Background: an optimization exercise with open tools, aiming at small area. Do not read the settings as production practice.
Only simulation tests tie the RTL to the original design; equivalence was not proved.
No activity file was given, so power comes from the tool's default toggle rates.

==> flow/design.v <==
module aoi22_cell (
    input  logic a0, b0, a1, b1,
    output logic y
);
    assign y = ~((a0 & b0) | (a1 & b1));
endmodule
module onehot3_bit (
    input  logic [2:0] s,
    input  logic [2:0] d,
    output logic       q
);
    logic y;
    rf_aoi222 u (.a0(s[0]), .b0(d[0]), .a1(s[1]), .b1(d[1]), .a2(s[2]), .b2(d[2]), .y(y));
    assign q = ~y;
endmodule
module onehot4_bit (
    input  logic [3:0] s,
    input  logic [3:0] d,
    output logic       q
);
    logic y0, y1;
    aoi22_cell u0 (.a0(s[0]), .b0(d[0]), .a1(s[1]), .b1(d[1]), .y(y0));
    aoi22_cell u1 (.a0(s[2]), .b0(d[2]), .a1(s[3]), .b1(d[3]), .y(y1));
    assign q = ~(y0 & y1);
endmodule
module rf_aoi222 (
    input  logic a0, b0, a1, b1, a2, b2,
    output logic y
);
    assign y = ~((a0 & b0) | (a1 & b1) | (a2 & b2));
endmodule
module rf_read_bit (
    input  logic [32:0] sel,
    input  logic [32:0] d,
    output logic        q
);
    logic [10:0] y;
    for (genvar k = 0; k < 11; k++) begin : g
        rf_aoi222 u (
            .a0(sel[3*k]),   .b0(d[3*k]),
            .a1(sel[3*k+1]), .b1(d[3*k+1]),
            .a2(sel[3*k+2]), .b2(d[3*k+2]),
            .y(y[k])
        );
    end
    assign q = ~&y;
endmodule
module instruction_decompressor(
    input  logic         decompressor_en,
    input  logic [31:0]  compressed_inst,
    output logic [31:0]  decompressed_inst
);
    logic [15:0] compressed_instr;
    assign compressed_instr = compressed_inst[15:0];
    always_comb begin
        if (!decompressor_en)
            decompressed_inst = compressed_inst;
        else begin
            case ({compressed_instr[15:13], compressed_instr[1:0]})
                5'b00000: decompressed_inst = {2'b00, compressed_instr[10:7], compressed_instr[12:11],
                                compressed_instr[5], compressed_instr[6], 2'b00,
                                5'd2, 3'b000, 2'b01, compressed_instr[4:2], 7'b0010011};
                5'b01000: decompressed_inst = {5'b00000, compressed_instr[5], compressed_instr[12:10],
                                compressed_instr[6], 2'b00, 2'b01, compressed_instr[9:7],
                                3'b010, 2'b01, compressed_instr[4:2], 7'b0000011};
                5'b11000: decompressed_inst = {5'b00000, compressed_instr[5], compressed_instr[12],
                                2'b01, compressed_instr[4:2], 2'b01, compressed_instr[9:7],
                                3'b010, compressed_instr[11:10], compressed_instr[6], 2'b00,
                                7'b0100011};
                5'b00001: begin
                    if (compressed_instr[12:2] == 11'b0)
                        decompressed_inst = {25'b0, 7'b0010011};
                    else
                        decompressed_inst = {{7{compressed_instr[12]}}, compressed_instr[6:2],
                                compressed_instr[11:7], 3'b000, compressed_instr[11:7],
                                7'b0010011};
                end
                5'b00101: decompressed_inst = {compressed_instr[12], compressed_instr[8],
                                compressed_instr[10:9], compressed_instr[6],
                                compressed_instr[7], compressed_instr[2],
                                compressed_instr[11], compressed_instr[5:3],
                                compressed_instr[12], {8{compressed_instr[12]}},
                                5'd1, 7'b1101111};
                5'b01001: decompressed_inst = {{7{compressed_instr[12]}}, compressed_instr[6:2],
                                5'd0, 3'b000, compressed_instr[11:7],
                                7'b0010011};
                5'b01101: begin
                    if (compressed_instr[11:7] == 5'd2)
                        decompressed_inst = {{3{compressed_instr[12]}}, compressed_instr[4],
                                compressed_instr[3], compressed_instr[5],
                                compressed_instr[2], compressed_instr[6], 4'b0000,
                                5'd2, 3'b000, 5'd2, 7'b0010011};
                    else
                        decompressed_inst = {{15{compressed_instr[12]}}, compressed_instr[6:2],
                                compressed_instr[11:7], 7'b0110111};
                end
                5'b10001: begin
                    if ((compressed_instr[12:10] == 3'b011) && (compressed_instr[6:5] == 2'b00))
                        decompressed_inst = {7'b0100000, 2'b01, compressed_instr[4:2],
                                2'b01, compressed_instr[9:7], 3'b000,
                                2'b01, compressed_instr[9:7], 7'b0110011};
                    else if ((compressed_instr[12:10] == 3'b011) && (compressed_instr[6:5] == 2'b01))
                        decompressed_inst = {7'b0000000, 2'b01, compressed_instr[4:2],
                                2'b01, compressed_instr[9:7], 3'b100,
                                2'b01, compressed_instr[9:7], 7'b0110011};
                    else if ((compressed_instr[12:10] == 3'b011) && (compressed_instr[6:5] == 2'b10))
                        decompressed_inst = {7'b0000000, 2'b01, compressed_instr[4:2],
                                2'b01, compressed_instr[9:7], 3'b110,
                                2'b01, compressed_instr[9:7], 7'b0110011};
                    else if ((compressed_instr[12:10] == 3'b011) && (compressed_instr[6:5] == 2'b11))
                        decompressed_inst = {7'b0000000, 2'b01, compressed_instr[4:2],
                                2'b01, compressed_instr[9:7], 3'b111,
                                2'b01, compressed_instr[9:7], 7'b0110011};
                    else if (compressed_instr[11:10] == 2'b10)
                        decompressed_inst = {{7{compressed_instr[12]}}, compressed_instr[6:2],
                                2'b01, compressed_instr[9:7], 3'b111,
                                2'b01, compressed_instr[9:7], 7'b0010011};
                    else if ((compressed_instr[12] == 1'b0) && (compressed_instr[6:2] == 5'b0))
                        decompressed_inst = 32'b0;
                    else if (compressed_instr[11:10] == 2'b00)
                        decompressed_inst = {7'b0000000, compressed_instr[6:2],
                                2'b01, compressed_instr[9:7], 3'b101,
                                2'b01, compressed_instr[9:7], 7'b0010011};
                    else
                        decompressed_inst = {7'b0100000, compressed_instr[6:2],
                                2'b01, compressed_instr[9:7], 3'b101,
                                2'b01, compressed_instr[9:7], 7'b0010011};
                end
                5'b10101: decompressed_inst = {compressed_instr[12], compressed_instr[8],
                                compressed_instr[10:9], compressed_instr[6],
                                compressed_instr[7], compressed_instr[2],
                                compressed_instr[11], compressed_instr[5:3],
                                compressed_instr[12], {8{compressed_instr[12]}},
                                5'd0, 7'b1101111};
                5'b11001: decompressed_inst = {{4{compressed_instr[12]}}, compressed_instr[6],
                                compressed_instr[5], compressed_instr[2], 5'd0,
                                2'b01, compressed_instr[9:7], 3'b000,
                                compressed_instr[11], compressed_instr[10],
                                compressed_instr[4], compressed_instr[3],
                                compressed_instr[12], 7'b1100011};
                5'b11101: decompressed_inst = {{4{compressed_instr[12]}}, compressed_instr[6],
                                compressed_instr[5], compressed_instr[2], 5'd0,
                                2'b01, compressed_instr[9:7], 3'b001,
                                compressed_instr[11], compressed_instr[10],
                                compressed_instr[4], compressed_instr[3],
                                compressed_instr[12], 7'b1100011};
                5'b00010: decompressed_inst = {7'b0000000, compressed_instr[6:2],
                                compressed_instr[11:7], 3'b001,
                                compressed_instr[11:7], 7'b0010011};
                5'b01010: decompressed_inst = {4'b0000, compressed_instr[3:2],
                                compressed_instr[12], compressed_instr[6:4],
                                2'b0, 5'd2, 3'b010,
                                compressed_instr[11:7], 7'b0000011};
                5'b11010: decompressed_inst = {4'b0000, compressed_instr[8:7],
                                compressed_instr[12], compressed_instr[6:2],
                                5'd2, 3'b010, compressed_instr[11:9],
                                2'b00, 7'b0100011};
                5'b10010: begin
                    if (compressed_instr[6:2] == 5'd0) begin
                        if (compressed_instr[12] && (compressed_instr[11:7] != 5'b0))
                            decompressed_inst = {12'b0, compressed_instr[11:7], 3'b000,
                                   5'd1, 7'b1100111};
                        else
                            decompressed_inst = {12'b0, compressed_instr[11:7], 3'b000,
                                   5'd0, 7'b1100111};
                    end else if (compressed_instr[11:7] != 5'b0) begin
                        if (compressed_instr[12] == 1'b0)
                            decompressed_inst = {7'b0000000, compressed_instr[6:2],
                                   5'd0, 3'b000, compressed_instr[11:7],
                                   7'b0110011};
                        else
                            decompressed_inst = {7'b0000000, compressed_instr[6:2],
                                   compressed_instr[11:7], 3'b000,
                                   compressed_instr[11:7], 7'b0110011};
                    end else begin
                        decompressed_inst = 32'b0;
                    end
                end
                default: decompressed_inst = compressed_inst;
            endcase
        end
    end
endmodule
module rv32i_top #(
    parameter DMEM_DEPTH = 1024,
    parameter IMEM_DEPTH = 1024
)(
    input  logic        clk,
    input  logic        reset_n,
    output logic [31:0] mem_addr_mem,
    output logic [31:0] mem_wdata_mem,
    output logic        mem_write_mem,
    output logic [2:0]  mem_op_mem,
    input  logic [31:0] mem_rdata_mem,
    output logic        mem_read_mem,
    output logic [31:0] current_pc,
    input  logic [31:0] inst,
    input  logic        stall_pipl,
    output logic        if_id_reg_en,
    input  logic        timer_int
);
    logic load_hazard, pc_sel_mem, trap_taken, mret_mem, hold_pc;
    logic flush;
    assign flush        = pc_sel_mem | trap_taken | mret_mem;
    assign if_id_reg_en = ~(stall_pipl | load_hazard);
    logic pipe_en;
    assign pipe_en      = ~stall_pipl;
    logic [31:0] pc, pc_plus_4, trap_pc, pc_jump_mem;
    logic [31:1] mepc;
    logic        ecall_mem;
    logic [31:2] mtvec_hi;
    logic        v_mie, v_mtvec, v_mscratch, v_mepc, v_mcause;
    logic        mie7_g;
    logic [31:2] mtvec_g;
    logic [31:1] mepc_g;
    assign pc_plus_4 = {pc[31:2] + 30'd1, pc[1:0]};
    assign trap_pc   = {mtvec_g + (ecall_mem ? 30'd11 : 30'd7), 2'b00};
    always_ff @(posedge clk or negedge reset_n) begin
        if (!reset_n)
            pc <= 32'hfffff000;
        else if ((if_id_reg_en | trap_taken | mret_mem) & ~hold_pc) begin
            if (trap_taken)      pc <= trap_pc;
            else if (mret_mem)   pc <= {mepc_g, 1'b0};
            else if (pc_sel_mem) pc <= pc_jump_mem;
            else                 pc <= pc_plus_4;
        end
    end
    assign current_pc = pc;
    logic        en_ff, clr_ff;
    logic [31:0] inst_ff, raw;
    logic        z_if, h_if;
    always_ff @(posedge clk or negedge reset_n) begin
        if (!reset_n) begin
            en_ff   <= 1'b0;
            clr_ff  <= 1'b0;
            z_if    <= 1'b1;
            h_if    <= 1'b0;
            inst_ff <= 32'h0;
        end else begin
            en_ff  <= if_id_reg_en;
            clr_ff <= flush;
            if (flush)             z_if <= 1'b1;
            else if (if_id_reg_en) begin
                z_if <= 1'b0;
                h_if <= hold_pc;
            end
            if (flush)             inst_ff <= 32'h00000013;
            else if (en_ff)        inst_ff <= inst;
        end
    end
    assign raw = en_ff ? inst : inst_ff;
    localparam logic [1:0] S_NORMAL = 2'd0, S_SECOND16 = 2'd1, S_SPLIT32 = 2'd2;
    logic [1:0]  cstate, cstate_nx;
    logic        v_inst;
    logic [15:0] saved_upper;
    logic        lower_c, upper_c;
    assign lower_c = v_inst & (raw[1:0]   != 2'b11);
    assign upper_c = v_inst & (raw[17:16] != 2'b11);
    always_ff @(posedge clk or negedge reset_n) begin
        if (!reset_n) begin
            cstate      <= S_NORMAL;
            v_inst      <= 1'b0;
        end else begin
            v_inst      <= 1'b1;
            cstate      <= cstate_nx;
        end
    end
    always_ff @(posedge clk) begin
        saved_upper <= raw[31:16];
    end
    logic        is_comp;
    logic [31:0] dec_in, corrected_pc;
    logic [1:0]  pc_off;    
    always_comb begin
        cstate_nx    = S_NORMAL;
        hold_pc      = 1'b0;
        is_comp      = 1'b0;
        dec_in       = raw;
        pc_off       = 2'd0;
        case (cstate)
            S_NORMAL: begin
                if (lower_c) begin
                    is_comp = 1'b1;
                    dec_in  = {16'b0, raw[15:0]};
                    if (upper_c) begin
                        cstate_nx = S_SECOND16;
                        hold_pc   = 1'b1;
                    end else
                        cstate_nx = S_SPLIT32;
                end
            end
            S_SECOND16: begin
                is_comp      = 1'b1;
                dec_in       = {16'b0, saved_upper};
                pc_off       = 2'd1;
            end
            S_SPLIT32: begin
                dec_in       = {raw[15:0], saved_upper};
                pc_off       = {en_ff, 1'b0};
                if (upper_c) begin
                    cstate_nx = S_SECOND16;
                    hold_pc   = 1'b1;
                end
            end
            default: ;
        endcase
    end
    assign corrected_pc = pc + (pc_off[1] ? 32'hFFFF_FFFC : {30'b0, pc_off[0], 1'b0});
    logic [31:0] inst_if;
    instruction_decompressor decomp (
        .decompressor_en  (is_comp),
        .compressed_inst  (dec_in),
        .decompressed_inst(inst_if)
    );
    logic [31:0] pc_id, inst_id;
    logic [3:0]  lk_if, lk_id;
    assign lk_if = {z_if, cstate == S_SECOND16,
                    2'(((cstate == S_SPLIT32) & en_ff)) + 2'(h_if)};
    logic nz_id;
    always_ff @(posedge clk or negedge reset_n) begin
        if (!reset_n) begin
            nz_id   <= 1'b0;
            inst_id <= 32'h0;
        end else if (flush | clr_ff) begin
            nz_id   <= 1'b0;
            inst_id <= 32'h0;
        end else if (if_id_reg_en) begin
            nz_id   <= (corrected_pc != 32'd0);
            inst_id <= inst_if;
        end
    end
    always_ff @(posedge clk)
        if (if_id_reg_en & ~(flush | clr_ff)) begin
            lk_id <= lk_if;
            pc_id <= corrected_pc;
        end
    logic [6:0] opcode_id;
    logic [2:0] f3_id;
    logic [4:0] rs1_id, rs2_id;
    assign opcode_id = inst_id[6:0];
    assign f3_id     = inst_id[14:12];
    assign rs1_id    = inst_id[19:15];
    assign rs2_id    = inst_id[24:20];
    logic is_sys_id, mret_id, ecall_id, csr_id;
    assign is_sys_id = (opcode_id == 7'b1110011);
    assign mret_id   = is_sys_id & (f3_id == 3'b000) & (inst_id[31:20] == 12'h302);
    assign ecall_id  = is_sys_id & (f3_id == 3'b000) & (inst_id[31:20] == 12'h000);
    assign csr_id    = is_sys_id & (f3_id != 3'b000);
    logic rw_id, mw_id, m2r_id, br_id, src_id, jump_id, lui_id, auipc_id, jal_id, rtype_id;
    logic [1:0] aop_id;
    always_comb begin
        rw_id = 0; mw_id = 0; m2r_id = 0; br_id = 0; src_id = 0; jump_id = 0;
        lui_id = 0; auipc_id = 0; jal_id = 0; rtype_id = 0; aop_id = 2'b00;
        case (opcode_id)
            7'b0110011: begin rw_id = 1; aop_id = 2'b11; rtype_id = 1; end
            7'b0010011: begin rw_id = 1; aop_id = 2'b01; src_id = 1; end
            7'b1100111: begin rw_id = 1; src_id = 1; jump_id = 1; end
            7'b0000011: begin rw_id = 1; m2r_id = 1; src_id = 1; end
            7'b0100011: begin mw_id = 1; src_id = 1; end
            7'b1100011: begin aop_id = 2'b10; br_id = 1; end
            7'b1101111: begin rw_id = 1; src_id = 1; jump_id = 1; jal_id = 1; end
            7'b0110111: begin rw_id = 1; src_id = 1; lui_id = 1; end
            7'b0010111: begin rw_id = 1; src_id = 1; auipc_id = 1; end
            7'b1110011: begin rw_id = csr_id; end
            default: ;
        endcase
    end
    logic [4:0]  rd_wb;
    logic        rw_wb;
    logic [31:0] wdata_wb;
    logic [31:1][31:0] rf;
    logic [31:1]       rf_valid;
    logic [31:1]       rf_we;
    always_comb begin
        for (int i = 1; i < 32; i++)
            rf_we[i] = rw_wb & (rd_wb == i[4:0]);
    end
    always_ff @(posedge clk or negedge reset_n) begin
        if (!reset_n)
            rf_valid <= '0;
        else
            rf_valid <= rf_valid | rf_we;
    end
    always_ff @(posedge clk) begin
        for (int i = 1; i < 32; i++)
            if (rf_we[i]) rf[i] <= wdata_wb;
    end
    logic [4:0]  rs2_exe;
    logic [31:0] rdata1_id, rf_rd2;
    logic        fwd1_id;
    assign fwd1_id  = rw_wb & (rs1_id == rd_wb) & (rd_wb != 5'd0);
    logic [32:0] rf_sel1, rf_sel2;    
    always_comb begin
        rf_sel1 = '0;
        rf_sel2 = '0;
        rf_sel1[0]  = fwd1_id;
        for (int i = 1; i < 32; i++) begin
            rf_sel1[i] = rf_valid[i] & (rs1_id == i[4:0]) & ~fwd1_id;
            rf_sel2[i] = rf_valid[i] & (rs2_exe == i[4:0]);
        end
    end
    for (genvar b = 0; b < 32; b++) begin : rf_rd
        logic [32:0] col1, col2;
        always_comb begin
            col1 = '0;
            col2 = '0;
            for (int i = 1; i < 32; i++) begin
                col1[i] = rf[i][b];
                col2[i] = rf[i][b];
            end
            col1[0]  = wdata_wb[b];
        end
        rf_read_bit port1 (.sel(rf_sel1), .d(col1), .q(rdata1_id[b]));
        rf_read_bit port2 (.sel(rf_sel2), .d(col2), .q(rf_rd2[b]));
    end
    logic        m2r_exe;
    logic [4:0]  rd_exe;
    assign load_hazard = m2r_exe & (rd_exe != 5'd0) &
                         (((rd_exe == rs1_id) & ~(auipc_id | lui_id)) |
                          ((rd_exe == rs2_id) & (rtype_id | br_id)));
    logic [31:0] pc_exe, rdata1_exe;
    logic [3:0]  lk_exe;
    logic [31:7] ir_exe;
    logic rw_exe, mw_exe, br_exe, src_exe, jump_exe, lui_exe, auipc_exe, jal_exe;
    logic csel_exe, csr_exe, mret_exe, ecall_exe, nz_exe;
    logic [1:0] aop_exe;
    always_ff @(posedge clk) begin
        if (flush | load_hazard) begin
            rdata1_exe <= '0; ir_exe <= '0;
        end else if (pipe_en) begin
            rdata1_exe <= rdata1_id; ir_exe <= inst_id[31:7];
        end
        if (pipe_en & ~(flush | load_hazard)) begin
            lk_exe <= lk_id;
            pc_exe <= pc_id;
        end
    end
    always_ff @(posedge clk or negedge reset_n) begin
        if (!reset_n) begin
            nz_exe <= 1'b0;
            rw_exe <= 0; mw_exe <= 0; m2r_exe <= 0; br_exe <= 0; src_exe <= 0; jump_exe <= 0;
            lui_exe <= 0; auipc_exe <= 0; jal_exe <= 0; aop_exe <= '0;
            csel_exe <= 0; csr_exe <= 0; mret_exe <= 0; ecall_exe <= 0;
        end else if (flush | load_hazard) begin
            nz_exe <= 1'b0;
            rw_exe <= 0; mw_exe <= 0; m2r_exe <= 0; br_exe <= 0; src_exe <= 0; jump_exe <= 0;
            lui_exe <= 0; auipc_exe <= 0; jal_exe <= 0; aop_exe <= '0;
            csel_exe <= 0; csr_exe <= 0; mret_exe <= 0; ecall_exe <= 0;
        end else if (pipe_en) begin
            nz_exe <= nz_id;
            rw_exe <= rw_id; mw_exe <= mw_id; m2r_exe <= m2r_id; br_exe <= br_id; src_exe <= src_id;
            jump_exe <= jump_id; lui_exe <= lui_id; auipc_exe <= auipc_id; jal_exe <= jal_id;
            aop_exe <= aop_id;
            csel_exe <= csr_id & f3_id[2]; csr_exe <= csr_id; mret_exe <= mret_id; ecall_exe <= ecall_id;
        end
    end
    logic [4:0] rs1_exe;
    logic [2:0] f3_exe;
    assign rs1_exe = ir_exe[19:15];
    assign rs2_exe = ir_exe[24:20];
    assign rd_exe  = ir_exe[11:7];
    assign f3_exe  = ir_exe[14:12];
    logic [31:0] imm_exe;
    logic u_t, i_t;
    assign u_t = lui_exe | auipc_exe;
    assign i_t = ~(jal_exe | br_exe | mw_exe | u_t);
    assign imm_exe[0]     = (ir_exe[20] & i_t) | (ir_exe[7] & mw_exe);
    assign imm_exe[4:1]   = ((ir_exe[24:21] & {4{jal_exe | i_t}}) | (ir_exe[11:8] & {4{br_exe | mw_exe}})) & ~{4{u_t}};
    assign imm_exe[10:5]  = ir_exe[30:25] & ~{6{u_t}};
    assign imm_exe[11]    = (ir_exe[20] & jal_exe) | (ir_exe[7] & br_exe) | (ir_exe[31] & (i_t | mw_exe));
    assign imm_exe[19:12] = (u_t | jal_exe) ? ir_exe[19:12] : {8{ir_exe[31]}};
    assign imm_exe[30:20] = u_t ? ir_exe[30:20] : {11{ir_exe[31]}};
    assign imm_exe[31]    = ir_exe[31];
    logic [4:0]  rd_mem;
    logic        rw_mem;
    logic [31:0] result_mem;
    logic [31:0] a_raw, a_fwd, b_fwd;
    assign a_raw = csel_exe ? {27'b0, rs1_exe} : rdata1_exe;
    logic [2:0] a_sel, b_sel;
    assign a_sel[0] = rw_mem & (rs1_exe == rd_mem) & (rd_mem != 5'd0);
    assign a_sel[1] = ~a_sel[0] & rw_wb & (rs1_exe == rd_wb) & (rd_wb != 5'd0);
    assign a_sel[2] = ~a_sel[0] & ~a_sel[1];
    assign b_sel[0] = rw_mem & (rs2_exe == rd_mem) & (rd_mem != 5'd0);
    assign b_sel[1] = ~b_sel[0] & rw_wb & (rs2_exe == rd_wb) & (rd_wb != 5'd0);
    assign b_sel[2] = ~b_sel[0] & ~b_sel[1];
    for (genvar b = 0; b < 32; b++) begin : fwd_mux
        onehot3_bit ma (.s(a_sel), .d({a_raw[b],  wdata_wb[b], result_mem[b]}), .q(a_fwd[b]));
        onehot3_bit mb (.s(b_sel), .d({rf_rd2[b], wdata_wb[b], result_mem[b]}), .q(b_fwd[b]));
    end
    logic [31:0] op1, op2;
    assign op1 = auipc_exe ? pc_exe : a_fwd;
    assign op2 = src_exe ? imm_exe : b_fwd;
    logic [3:0] actl;
    always_comb begin
        case (aop_exe)
            2'b11: actl = {ir_exe[30], f3_exe};
            2'b01: actl = {(f3_exe == 3'b101) & ir_exe[30], f3_exe};
            2'b10: actl = f3_exe[2] ? 4'd2 : 4'd8;
            default: actl = 4'd0;
        endcase
    end
    logic [31:0] alu_out;
    logic [31:0] sum;
    logic        sub, cout;
    assign sub = actl[3] | (actl[3:1] == 3'b001);
    assign {cout, sum} = {1'b0, op1} + {1'b0, op2 ^ {32{sub}}} + {32'b0, sub};
    logic        shl;
    logic [31:0] sh_in, sh_out, sh_rev;
    assign shl = (actl == 4'd1);
    always_comb
        for (int i = 0; i < 32; i++) sh_in[i] = shl ? op1[31 - i] : op1[i];
    assign sh_out = 32'($signed({(actl == 4'd13) & op1[31], sh_in}) >>> op2[4:0]);
    always_comb
        for (int i = 0; i < 32; i++) sh_rev[i] = sh_out[31 - i];
    always_comb begin
        case (actl)
            4'd0, 4'd8: alu_out = sum;
            4'd2, 4'd3: alu_out = {31'b0, ~cout};
            4'd1:       alu_out = sh_rev;
            4'd5, 4'd13: alu_out = sh_out;
            4'd4:       alu_out = op1 ^ op2;
            4'd6:       alu_out = op1 | op2;
            4'd7:       alu_out = op1 & op2;
            default:    alu_out = 32'd0;
        endcase
    end
    logic [31:0] pc_jump_exe, result_exe;
    assign pc_jump_exe = ((~jal_exe & jump_exe) ? a_fwd : pc_exe) + imm_exe;
    logic [31:0] lk_off, pc4_exe;
    assign lk_off  = lk_exe[2] ? (lk_exe[0] ? 32'd2 : 32'hFFFF_FFFE) : {28'b0, lk_exe[1:0], 2'b00};
    assign pc4_exe = lk_exe[3] ? 32'd0 : pc_exe + lk_off;
    logic [2:0] r_sel;
    assign r_sel = {~lui_exe & ~jump_exe, ~lui_exe & jump_exe, lui_exe};
    for (genvar b = 0; b < 32; b++) begin : res_mux
        onehot3_bit mr (.s(r_sel), .d({alu_out[b], pc4_exe[b], imm_exe[b]}), .q(result_exe[b]));
    end
    logic [2:0] csel_code_exe;
    always_comb begin
        case (ir_exe[31:20])
            12'h300: csel_code_exe = 3'd1;
            12'h304: csel_code_exe = 3'd2;
            12'h305: csel_code_exe = 3'd3;
            12'h340: csel_code_exe = 3'd4;
            12'h341: csel_code_exe = 3'd5;
            12'h342: csel_code_exe = 3'd6;
            12'h344: csel_code_exe = 3'd7;
            default: csel_code_exe = 3'd0;
        endcase
    end
    logic [31:0] x_exe, x_mem;
    logic [4:0]  rs2_mem;
    logic [2:0]  f3_mem, ccode_mem;
    logic mw_mem, m2r_mem, br_mem, jump_mem, zero_mem, csr_mem, nz_mem;
    logic [31:0] last_pc;
    always_ff @(posedge clk)
        if (pipe_en & ~flush & nz_exe) last_pc <= pc_exe;
    logic [3:0] x_sel;
    logic       x_fwd;
    assign x_fwd = (rs1_exe == rd_mem);
    assign x_sel = {~csr_exe & ~mw_exe, ~csr_exe & mw_exe, csr_exe & ~x_fwd, csr_exe & x_fwd};
    for (genvar b = 0; b < 32; b++) begin : x_mux
        onehot4_bit mx (.s(x_sel), .d({pc_jump_exe[b], b_fwd[b], rdata1_exe[b], result_mem[b]}), .q(x_exe[b]));
    end
    always_ff @(posedge clk) begin
        if (pipe_en & ~flush) begin
            result_mem <= result_exe; x_mem <= x_exe;
            rs2_mem <= rs2_exe; rd_mem <= rd_exe; f3_mem <= f3_exe;
            ccode_mem <= csel_code_exe; zero_mem <= (alu_out == 32'd0);
        end
    end
    always_ff @(posedge clk or negedge reset_n) begin
        if (!reset_n) begin
            rw_mem <= 0; mw_mem <= 0; m2r_mem <= 0; br_mem <= 0; jump_mem <= 0;
            csr_mem <= 0; mret_mem <= 0; ecall_mem <= 0; nz_mem <= 0;
        end else if (flush) begin
            rw_mem <= 0; mw_mem <= 0; m2r_mem <= 0; br_mem <= 0; jump_mem <= 0;
            csr_mem <= 0; mret_mem <= 0; ecall_mem <= 0; nz_mem <= 0;
        end else if (pipe_en) begin
            rw_mem <= rw_exe; mw_mem <= mw_exe; m2r_mem <= m2r_exe; br_mem <= br_exe;
            jump_mem <= jump_exe; csr_mem <= csr_exe; mret_mem <= mret_exe; ecall_mem <= ecall_exe;
            nz_mem <= nz_exe;
        end
    end
    assign mem_addr_mem  = result_mem;
    assign mem_op_mem    = f3_mem;
    assign mem_write_mem = mw_mem;
    assign mem_read_mem  = m2r_mem;
    assign mem_wdata_mem = (rw_wb & (rs2_mem == rd_wb) & (rd_wb != 5'd0)) ? wdata_wb : x_mem;
    assign pc_jump_mem   = x_mem;
    logic cmp;
    always_comb begin
        case (f3_mem)
            3'd0, 3'd3, 3'd5, 3'd7: cmp = zero_mem;
            default:                cmp = ~zero_mem;
        endcase
    end
    assign pc_sel_mem = (br_mem & cmp) | jump_mem;
    logic [31:0] mstatus, mie, mscratch, mcause;
    assign mie7_g  = v_mie & mie[7];
    assign mtvec_g = v_mtvec ? mtvec_hi : 30'd0;
    assign mepc_g  = v_mepc ? mepc : 31'd0;
    logic [1:0]  mtvec_lo;
    logic        mip7;
    logic [31:0] csr_wdata, csr_rdata;
    assign csr_wdata = x_mem;
    always_comb begin
        case (ccode_mem)
            3'd1: csr_rdata = mstatus;
            3'd2: csr_rdata = v_mie ? mie : 32'd0;
            3'd3: csr_rdata = v_mtvec ? {mtvec_hi, mtvec_lo} : 32'd0;
            3'd4: csr_rdata = v_mscratch ? mscratch : 32'd0;
            3'd5: csr_rdata = {mepc_g, 1'b0};
            3'd6: csr_rdata = v_mcause ? mcause : 32'd0;
            3'd7: csr_rdata = {24'b0, mip7, 7'b0};
            default: csr_rdata = 32'h0;
        endcase
    end
    function automatic [31:0] csr_upd(input [31:0] old, input [2:0] op, input [31:0] wd);
        case (op)
            3'b001:  csr_upd = wd;
            3'b010:  csr_upd = old | wd;
            3'b011:  csr_upd = old & ~wd;
            default: csr_upd = old;
        endcase
    endfunction
    logic [31:0] csr_new;
    assign csr_new = csr_upd(csr_rdata, f3_mem, csr_wdata);
    assign trap_taken = (mstatus[3] & mip7 & mie7_g & ~mret_mem) | ecall_mem;
    logic trap_upd, csr_wr;
    assign trap_upd = !nz_mem && trap_taken;
    assign csr_wr   = csr_mem && (f3_mem == 3'b001 || f3_mem == 3'b010 || f3_mem == 3'b011);
    always_ff @(posedge clk or negedge reset_n) begin
        if (!reset_n) begin
            mstatus <= '0; mip7 <= 1'b0;
            v_mie <= 1'b0; v_mtvec <= 1'b0; v_mscratch <= 1'b0; v_mepc <= 1'b0; v_mcause <= 1'b0;
        end else begin
            mip7 <= timer_int;
            if (mret_mem) begin
                mstatus[3] <= mstatus[7];
                mstatus[7] <= 1'b1;
            end
            if (trap_upd) begin
                v_mepc     <= 1'b1;
                v_mcause   <= 1'b1;
                mstatus[7] <= mstatus[3];
                mstatus[3] <= 1'b0;
                mip7       <= 1'b0;
            end
            if (csr_wr) begin
                case (ccode_mem)
                    3'd1: mstatus    <= csr_new;
                    3'd2: v_mie      <= 1'b1;
                    3'd3: v_mtvec    <= 1'b1;
                    3'd4: v_mscratch <= 1'b1;
                    3'd5: v_mepc     <= 1'b1;
                    3'd6: v_mcause   <= 1'b1;
                    default: ;
                endcase
            end
        end
    end
    always_ff @(posedge clk) begin
        if (trap_upd) begin
            mepc   <= last_pc[31:1];
            mcause <= ecall_mem ? 32'd11 : 32'h80000007;
        end
        if (csr_wr) begin
            case (ccode_mem)
                3'd2: mie      <= csr_new;
                3'd3: {mtvec_hi, mtvec_lo} <= csr_new;
                3'd4: mscratch <= csr_new;
                3'd5: mepc     <= csr_new[31:1];
                3'd6: mcause   <= csr_new;
                default: ;
            endcase
        end
    end
    logic [31:0] val_wb;
    logic        m2r_wb;
    always_ff @(posedge clk or negedge reset_n) begin
        if (!reset_n) begin
            rw_wb <= 0; m2r_wb <= 0;
        end else if (pipe_en) begin
            rw_wb <= rw_mem; m2r_wb <= m2r_mem;
        end
    end
    always_ff @(posedge clk)
        if (pipe_en) begin
            rd_wb  <= rd_mem;
            val_wb <= csr_mem ? csr_rdata : result_mem;
        end
    assign wdata_wb = m2r_wb ? mem_rdata_mem : val_wb;
endmodule
==> flow/flow/run.sh <==
#!/bin/bash
# The standard layout (standard.sh) with two changes:
#  - the synthesis step reads a copy of the ORFS scripts whose ABC script
#    maps with a large delay relaxation (&nf -R 1000), i.e. area-oriented;
#    registers and the synthesis passes around ABC are unchanged;
#  - the port buffers that placement inserts on every input and output are
#    the smallest buffer (buf_1) instead of the default cell; the resizer
#    may still size them up.
set -euo pipefail
HERE=$(pwd)
rm -rf "$HERE/orfs_scripts"
cp -r "$FLOW_HOME/scripts" "$HERE/orfs_scripts"
sed -i 's/^&nf$/\&nf -R 1000/' "$HERE/orfs_scripts/abc_speed.script"
cp "$HERE/orfs_scripts/abc_speed.script" "$HERE/abc_script_used.log"
bash standard.sh SCRIPTS_DIR="$HERE/orfs_scripts" synth > "$HERE/synth_make.log" 2>&1
export BUFFER_PORTS_ARGS="-buffer_cell sky130_fd_sc_hd__buf_1"
bash standard.sh > "$HERE/layout_make.log" 2>&1
==> flow/standard.sh <==
#!/bin/bash
# synth_recipe.tcl (not shown) runs the flow's synth.tcl, then flattens the netlist and writes it again
# the make line also repeats each setting of config.mk as NAME=value (left out here)
make -C /OpenROAD-flow-scripts/flow DESIGN_CONFIG=/design/flow/config.mk WORK_HOME=/design/flow/orfs CLKGATE_MAP_FILE= SYNTH_SCRIPT=/design/flow/synth_recipe.tcl "${@:-finish}"
==> flow/config.mk <==
export PLATFORM = sky130hd
export DESIGN_NAME = rv32i_top
export DESIGN_NICKNAME = rv32i_top
export VERILOG_FILES = /design/flow/design.v
export SDC_FILE = /design/flow/constraint.sdc
export NUM_CORES = 4
export LEC_CHECK = 0
export CAP_MARGIN = 20
export CORE_MARGIN = 2
export CORE_UTILIZATION = 58
export CTS_BUF_LIST = sky130_fd_sc_hd__clkbuf_16
export CTS_CLUSTER_DIAMETER = 100
export CTS_CLUSTER_SIZE = 20
export SLEW_MARGIN = 20
export SYNTH_HIERARCHICAL = 1
export SYNTH_MINIMUM_KEEP_SIZE = 0
==> flow/constraint.sdc <==
create_clock -name core_clock -period 10.0 [get_ports {clk}]
set_input_delay 2.0000 -clock core_clock [delete_from_list [all_inputs] [get_ports {clk}]]
set_output_delay 2.0000 -clock core_clock [all_outputs]
set_load 0.01 [all_outputs]
==> reports/metrics.cfg, run 1 <==
[layout]
areaGrowthSynthToFinish_pct = 9.60
layout_commonest_cell = edfxtp_1
drive_gt1_share_pct = 10.3
regMostFlops = rf
fin_area_sq_mm = 0.0892
fin_cells = 9100
largest_reg_flops = 992
mostFrequentLayoutCells = edfxtp_1 (1309), a222oi_1 (833), nand2_1 (516), nor2_1 (470), o21ai_0 (335)
final_nets = 7416

[clock_network]
clockBufferDepth = 3
clkSlewWorstSetupHoldPaths_ns = 0.09
clk_latency_ns = 0.79
cts.sinks = 1645
cts-resized-gates = 0
cts_tree = yes
ctsHoldBuffers = 0
cts_max_level = 3
numCtsBuffers = 94
root_buffer = clkbuf_16
post-cts-setup-buffer-count = 0

[grt]
first_global_vias = 65200
grt_use_total_pct = 45.3
grt_max_degree = 74
grt.overflow.total = 0
antenna_found_initial = 27
grt_pass1_wl_um = 465000

[timing]
report.final.slew_viol_count = 0
worst_pin_slew_ns = 1.16
period_share_pct = 91.1
finalSetupViolCount = 0
fin_skew_ns = 0.0777
fin_setup_tns_ns = 0
finalHoldViolCount = 0
rsz0062_at_grt = no
slew_headroom_pct = 22.4
timing.fmax_mhz = 110
layout_setup_ws_ns = 0.891
fin_crit_ns = 9.11

[worst_setup_path]
endpoint_kind = flop
slowest_delay_ns = 0.55
cp_max_fo = 24
crit_arrival_ns = 9.73
crit_start = ir_exe[21]$_SDFFE_PN0N_
cpMostUsedCell = a21oi_1
reg2reg_from = ir_exe[21]$_SDFFE_PN0N_
cp.required_ns = 10.62
crit_slowest_cell = or4_1
start_kind = flop
crit_type = reg -> reg

[yosys]
netlist.area_leader.share_pct = 48.3
synth.distinct_cells = 95
yosys.area.top_type = edfxtp_1
yosysWarningCount = 8
syn_area_sq_mm = 0.0814
avgSynthCellArea_sq_um = 12.1
synthCells = 6725
yosysSeqAreaShare_pct = 57.8
synth_edf_count = 1309
synth.area.top_cells = edfxtp_1 (48%), a222oi_1 (10%), dfrtp_1 (5.5%)
ys_ff_latch = 1645
synth-main-ff-cell = edfxtp_1
async_flop_share_pct = 12.2

[power]
power_density_mw_per_mm2 = 222
p_leak_nw = 32.4
power_switching_share_pct = 38.2
pwr-share-seq_pct = 47.6
vdd_drop_max_mv = 0.209
p_int_w = 0.0122
p_comb_share_pct = 31.8
power_w = 0.0198
p_switching_w = 0.00756
clkPwrFrac_pct = 20.6

[floorplanning]
die_x_um = 379
rows = 137
io_pins = 170
die-area_sq_mm = 0.143
coreArea_sq_mm = 0.139
die_h_um = 379
initial_core_util_pct = 58.4

[placed_design]
dp.final_hpwl_um = 224000
placed_area_sq_mm = 0.0864
place_congestion = 1.01
dpl.cell_count = 8929
preCtsSetupSlack_ns = 1.03
port_buffers = 169

[drt]
drc_errors = 0
drtAntennaViolNets = 0
wl_per_cell_um = 36.6
drt-initial-drc-count = 17600
wl_um = 333000
first_pass_iters = 14
dr_total_vias = 69700
vias_per_cell = 7.66

[status]
status = no timing/DRC/antenna violations

[hold_path]
worstHoldPathType = reg -> reg
min-delay-start = pc_id[5]$_DFFE_PP_

[job]
cap_violations = 0

==> area by class of cell <==
type | instances | area, sq um
diodes | 4 | 10.0
clock buffers | 95 | 2380
clock inverters | 69 | 404
fillers | 10800 | 50100
inverters | 258 | 970
multi-input cells | 4728 | 33500
flip-flops and latches | 1645 | 47100
well taps | 1876 | 2350
repair buffers | 425 | 2550
==> critical path: cells and delay by family (launching register included) <==
| kind | cells | cell delay, ns |
|---|---|---|
| buffers and inverters | 3 | 0.66 |
| DFF | 1 | 0.51 |
| AOI/OAI and AO/OA | 11 | 2.90 |
| muxes | 1 | 0.21 |
| and+or+nand+nor | 16 | 4.13 |
| xor gates and xnor gates | 2 | 0.25 |
| adders and majority gates | 1 | 0.35 |
==> power by group through the flow <==
stage | clock network (W) | registers [W] | logic, W
3_3_place_gp | 0 | 0.00947 | 0.00594
2_1_floorplan | 0 | 0.00900 | 0.00373
6_report | 0.00407 | 0.00942 | 0.00628
5_1_grt | 0.00429 | 0.00942 | 0.00660
3_5_place_dp | 0 | 0.00949 | 0.00599
4_1_cts | 0.00406 | 0.00933 | 0.00602
==> synthesized netlist by cell type, drive strengths merged (81+ instances only) <==
library cell,instances
inv,256
dfrtp,179
dfxtp,136
nand3,126
a21oi,261
nand4,213
and3,89
nor2,513
nor2b,96
edfxtp,1309
o21ai,353
nand2,520
mux2,139
clkbuf,239
ha,192
mux2i,81
xor2,106
a22o,101
a222oi,833
xnor2,116
a22oi,118
==> through the flow <==
stage | utilization, % | hold WS [ns]
5_1_grt | 64.0 | 0.420
2_1_floorplan | - | 0.400
3_3_place_gp | 62.0 | 0.402
3_5_place_dp | 62.0 | 0.405
4_1_cts | 64.0 | 0.408
6_report | 64.0 | 0.407
==> logic make-up after synthesis <==
kind of cell               share of synthesized area, %
AOI/OAI and AO/OA                                  20.5
xor gates and xnor gates                           2.39
adders and majority gates                          3.06
buffers and inverters                              2.55
DFF                                                57.8
muxes                                              2.93
other                                           0.00923
and+or+nand+nor                                    10.8
==> Yosys stat by module (local to each module, per instance) <==
module                    times used  cells  flip-flops and latches
rv32i_top                          1   5227                    1645
instruction_decompressor           1    250                       0
rf_read_bit                       64      4                       0
aoi22_cell                        64      1                       0
rf_aoi222                        800      1                       0
onehot3_bit                       96      1                       0
onehot4_bit                       32      1                       0
==> final timing paths <==
kind,end,slack [ns],cells after the start
setup / recovery,zero_mem$_DFFE_PP_,0.89,34
hold / removal,pc_exe[5]$_DFFE_PP_,0.41,0
setup reg to reg,zero_mem$_DFFE_PP_,0.89,34
hold reg to reg,pc_exe[5]$_DFFE_PP_,0.41,0
max in group asynchronous,m2r_wb$_DFFE_PN0N_,6.64,3
min in group asynchronous,mstatus[29]$_DFFE_PN0P_,1.25,1
==> routing by layer <==
metal / share of wire (%) / track usage (%) / vias up / wire, um
met5: 0.088 / 0.137 / - / 293
met4: 6.8 / 25.3 / 34 / 22800
met3: 17 / 15.8 / 1303 / 56000
met2: 42 / 66.3 / 6404 / 141000
met1: 34 / 58.9 / 33600 / 113000
li1: - / - / 28300 / -
==> run 2, diff against run 1 <==
--- a/flow/config.mk
+++ b/flow/config.mk
@@ -10,7 +10,7 @@
 export CORE_UTILIZATION = 58
 export CTS_BUF_LIST = sky130_fd_sc_hd__clkbuf_16
 export CTS_CLUSTER_DIAMETER = 100
-export CTS_CLUSTER_SIZE = 20
+export CTS_CLUSTER_SIZE = 25
 export SLEW_MARGIN = 20
 export SYNTH_HIERARCHICAL = 1
 export SYNTH_MINIMUM_KEEP_SIZE = 0
==> run 2 against run 1 <==
  * Still clean
  * Die area unchanged
  * Combinational power about the same
  * Global-route usage about the same
  * Register-to-register slack about the same
  * Synthesized area unchanged
  * First-iteration DRC count decreased by 1.4%
  * Power decreased by 1.7%
  * Final cell count decreased by 0.31%
  * Largest power group unchanged
==> reports/metrics.cfg, run 2 <==
[worst_setup_path]
path_delay_family = simple AND/OR/NAND/NOR gates
crit_slowest_cell = or4_1
start_kind = flop
cp.required_ns = 10.58  ; -0.04 ns
crit_buf_inv = 2  ; -1
cpMostUsedCell = a21oi_1
endpoint_kind = flop
slowest_delay_ns = 0.63  ; +0.08 ns
crit_type = reg -> reg
cp_max_fo = 31  ; +29%
crit_arrival_ns = 9.68  ; -0.05 ns

[power]
power_switching_share_pct = 38.6  ; +0.37 points
p_leak_nw = 32.1  ; -0.86%
clkPwrFrac_pct = 19.2  ; -1.4 points
p_int_w = 0.0119  ; -2.3%
p_switching_w = 0.00750  ; -0.74%
power_density_mw_per_mm2 = 219  ; -1.2%
power_w = 0.0194  ; -1.7%
pwr-share-seq_pct = 48.4  ; +0.8 points
vdd_drop_max_mv = 0.196  ; -6.2%
p_comb_share_pct = 32.3  ; +0.5 points

[timing]
fin_skew_ns = 0.0501  ; -0.0276 ns
finalHoldViolCount = 0  ; unchanged
rsz0062_at_grt = no
report.final.slew_viol_count = 0  ; unchanged
timing.fmax_mhz = 110  ; about the same
slew_headroom_pct = 15.1  ; -7.3 points
layout_setup_ws_ns = 0.899  ; +0.00786 ns
worst_pin_slew_ns = 1.27  ; +0.109 ns
fin_setup_tns_ns = 0  ; unchanged
whs_ns = 0.417  ; +0.00994 ns
period_share_pct = 91.0  ; about the same
fin_crit_ns = 9.10  ; -0.00786 ns
finalSetupViolCount = 0  ; unchanged

[clock_network]
ctsHoldBuffers = 0  ; unchanged
root_buffer = clkbuf_16
clk_latency_ns = 0.77  ; -0.02 ns
clockBufferDepth = 3  ; unchanged
clkSlewWorstSetupHoldPaths_ns = 0.10  ; about the same
cts.sinks = 1645  ; unchanged
numCtsBuffers = 78  ; -17%
post-cts-setup-buffer-count = 0  ; unchanged
cts_tree = yes
cts_max_level = 3  ; unchanged
cts-resized-gates = 0  ; unchanged

[layout]
regMostFlops = rf
layout_commonest_cell = edfxtp_1
largest_reg_flops = 992  ; unchanged
areaGrowthSynthToFinish_pct = 9.04
fin_area_sq_mm = 0.0888  ; -0.51%
drive_gt1_share_pct = 10.1  ; -0.20 points
mostFrequentLayoutCells = edfxtp_1 (1309), a222oi_1 (833), nand2_1 (516), nor2_1 (470), o21ai_0 (335)
final_nets = 7398  ; -0.24%

[grt]
grt_max_degree = 74  ; unchanged
first_global_vias = 65100  ; -0.20%
grt_use_total_pct = 45.3  ; about the same
grt_pass1_wl_um = 465000  ; about the same
antenna_found_initial = 26  ; -3.7%
grt.overflow.total = 0  ; unchanged

[yosys]
synth-main-ff-cell = edfxtp_1
synth-simple-area-share_pct = 10.8  ; unchanged
synthAdderAreaFrac_pct = 3.06  ; unchanged
syn_area_sq_mm = 0.0814  ; unchanged
synth.area.mux_share_pct = 2.93  ; unchanged
yosys.area.top_type = edfxtp_1
netlist.area_leader.share_pct = 48.3  ; unchanged
synthCells = 6725  ; unchanged
yosysSeqAreaShare_pct = 57.8  ; unchanged
synthTopCellsByCount = edfxtp_1 (1309), a222oi_1 (833), nand2_1 (517), nor2_1 (511), o21ai_0 (345)
synth.distinct_cells = 95  ; unchanged
ys_ff_latch = 1645  ; unchanged
synth_edf_count = 1309  ; unchanged
synth_top_family_by_area = compound AO/OA/AOI/OAI gates
async_flop_share_pct = 12.2  ; unchanged
synth.area.top_cells = edfxtp_1 (48%), a222oi_1 (10%), dfrtp_1 (5.5%)
synth.most_common_cell = edfxtp_1
synth_xor_area_share_pct = 2.39  ; unchanged
yosysWarningCount = 8  ; unchanged
avgSynthCellArea_sq_um = 12.1  ; unchanged
synth-compound-area-share_pct = 20.5  ; unchanged

[drt]
wl_per_cell_um = 36.7  ; +0.27%
drt-initial-drc-count = 17400  ; -1.4%
drc_errors = 0  ; unchanged
first_pass_iters = 15  ; +1
dr_total_vias = 69700  ; +0.098%
vias_per_cell = 7.69  ; +0.41%
wl_um = 333000  ; about the same
drtAntennaViolNets = 0  ; unchanged

[floorplanning]
die-area_sq_mm = 0.143  ; unchanged
io_pins = 170  ; unchanged
die_x_um = 379  ; unchanged
coreArea_sq_mm = 0.139  ; unchanged
die_h_um = 379  ; unchanged
initial_core_util_pct = 58.4  ; unchanged
rows = 137  ; unchanged

[placed_design]
port_buffers = 169  ; unchanged
placed_area_sq_mm = 0.0864  ; unchanged
place_congestion = 1.01  ; unchanged
preCtsSetupSlack_ns = 1.03  ; unchanged
dp.final_hpwl_um = 224000  ; unchanged

[status]
status = no timing/DRC/antenna violations

[job]
cap_violations = 0  ; unchanged

[hold_path]
worstHoldPathType = reg -> reg

[run 2: cell types whose count changed in the layout (fill, tap and decap cells not counted), moves of 2 or more]
| cell | delta |
|---|---|
| clkbuf_16 | -17 |
| clkinv_2 | -2 |
| diode_2 | +4 |
| inv_1 | -15 |
| inv_16 | +2 |
| inv_6 | +2 |
| inv_8 | +2 |
[run 2: area by class of cell]
cell class / instances / area [sq um]
Antenna cell: 8 / 20.0
Tap cell: 1876 / 2350
Clock inverter: 56 / 387
Clock buffer: 78 / 1950
Inverter: 258 / 970
Fill cell: 10900 / 50600
Sequential cell: 1645 / 47100
Timing Repair Buffer: 423 / 2530
Multi-Input combinational cell: 4728 / 33500
[run 2: path summary, 6_finish.rpt]
path	start	to	slack [ns]	cells past startpoint
worst max-delay path	rd_wb[3]$_DFFE_PN_	zero_mem$_DFFE_PP_	0.90	32
worst min-delay path	pc_id[24]$_DFFE_PP_	pc_exe[24]$_DFFE_PP_	0.42	0
worst max register to register	rd_wb[3]$_DFFE_PN_	zero_mem$_DFFE_PP_	0.90	32
max in group asynchronous	reset_n	rf_valid[11]$_DFF_PN0_	6.68	3
min in group asynchronous	reset_n	mstatus[29]$_DFFE_PN0P_	1.26	1
worst min register to register	pc_id[24]$_DFFE_PP_	pc_exe[24]$_DFFE_PP_	0.42	0
[run 2: layer usage]
layer / wire length [um] / track usage (%)
met1: 114000 / 59.0
met2: 142000 / 66.6
met3: 55600 / 15.6
met4: 21400 / 24.6
met5: 228 / 0.137
[run 2: kinds of logic (layout without fill, tap and decap cells)]
kind of cell,Yosys count,after routing
AOI/OAI and AO/OA,2067,2067
and+or+nand+nor,1829,1829
DFF,1645,1645
buffers and inverters,543,815
xor gates and xnor gates,222,222
muxes,220,220
adders and majority gates,197,197
other,2,201
[run 2: per-module statistics from Yosys (local to each module, per instance)]
module / times used / flip-flops and latches / cell area [sq um]
instruction_decompressor: 1 / 0 / 1400
onehot3_bit: 96 / 0 / 3.75
aoi22_cell: 64 / 0 / 12.5
onehot4_bit: 32 / 0 / 3.75
rv32i_top: 1 / 1645 / 69300
rf_read_bit: 64 / 0 / 22.5
rf_aoi222: 800 / 0 / 10.0
[run 2: power groups by stage]
stage / logic, W / clock network (W) / registers [W]
2_1_floorplan: 0.00373 / 0 / 0.00900
3_3_place_gp: 0.00594 / 0 / 0.00947
3_5_place_dp: 0.00599 / 0 / 0.00949
4_1_cts: 0.00602 / 0.00372 / 0.00933
5_1_grt: 0.00660 / 0.00395 / 0.00942
6_report: 0.00628 / 0.00374 / 0.00942
[run 2: worst register-to-register path, delay by kind of cell, from the launching register on]
kind                     cells  cell delay (ns)
buffers and inverters        2             0.39
AND/OR/NAND/NOR             15             4.32
flip-flops                   1             0.55
adder cells (fa/ha/maj)      1             0.46
multiplexers                 1             0.23
AO/OA/AOI/OAI               11             2.70
XOR/XNOR                     2             0.30
[run 2: per-stage QoR]
stage / std cells / utilization (%)
floorplan: 6916 / -
global placement: 8925 / 62.0
detailed placement: 8929 / 62.0
CTS: 9063 / 63.7
global route: 9066 / 63.7
finish: 9072 / 63.7

[what the ideal ports hide]
How much do the figures lean on ideal ports? The routed layouts below were timed once more, with nothing changed but the port constraints. Step 1 (the two cells are an assumption about what drives the block):
set clk [get_ports {clk}]
set_driving_cell -lib_cell sky130_fd_sc_hd__clkbuf_16 $clk
set_driving_cell -lib_cell sky130_fd_sc_hd__buf_2 [delete_from_list [all_inputs] $clk]
Step 2 moves the port delays by t, midway between the first and last clock arrival at a register: inputs arrive t later, outputs are due t later. That takes back most of the time a late clock gives input paths. Slacks: ideal ports / drivers / drivers and shift; pairs: ideal ports / drivers.
| run | t (ns) | setup slack, ns | latest minus earliest clock arrival (ns) | worst data-port slew with drivers (ns) | pins driven straight from the clock port |
|---|---|---|---|---|---|
| run 1 | 0.836 | 0.891 / 0.891 / 0.891 | 0.077 / 0.078 | 0.08 | 1 |
| run 2 | 0.835 | 0.899 / 0.899 / 0.899 | 0.051 / 0.051 | 0.08 | 1 |
After both steps every run listed still meets setup and hold.
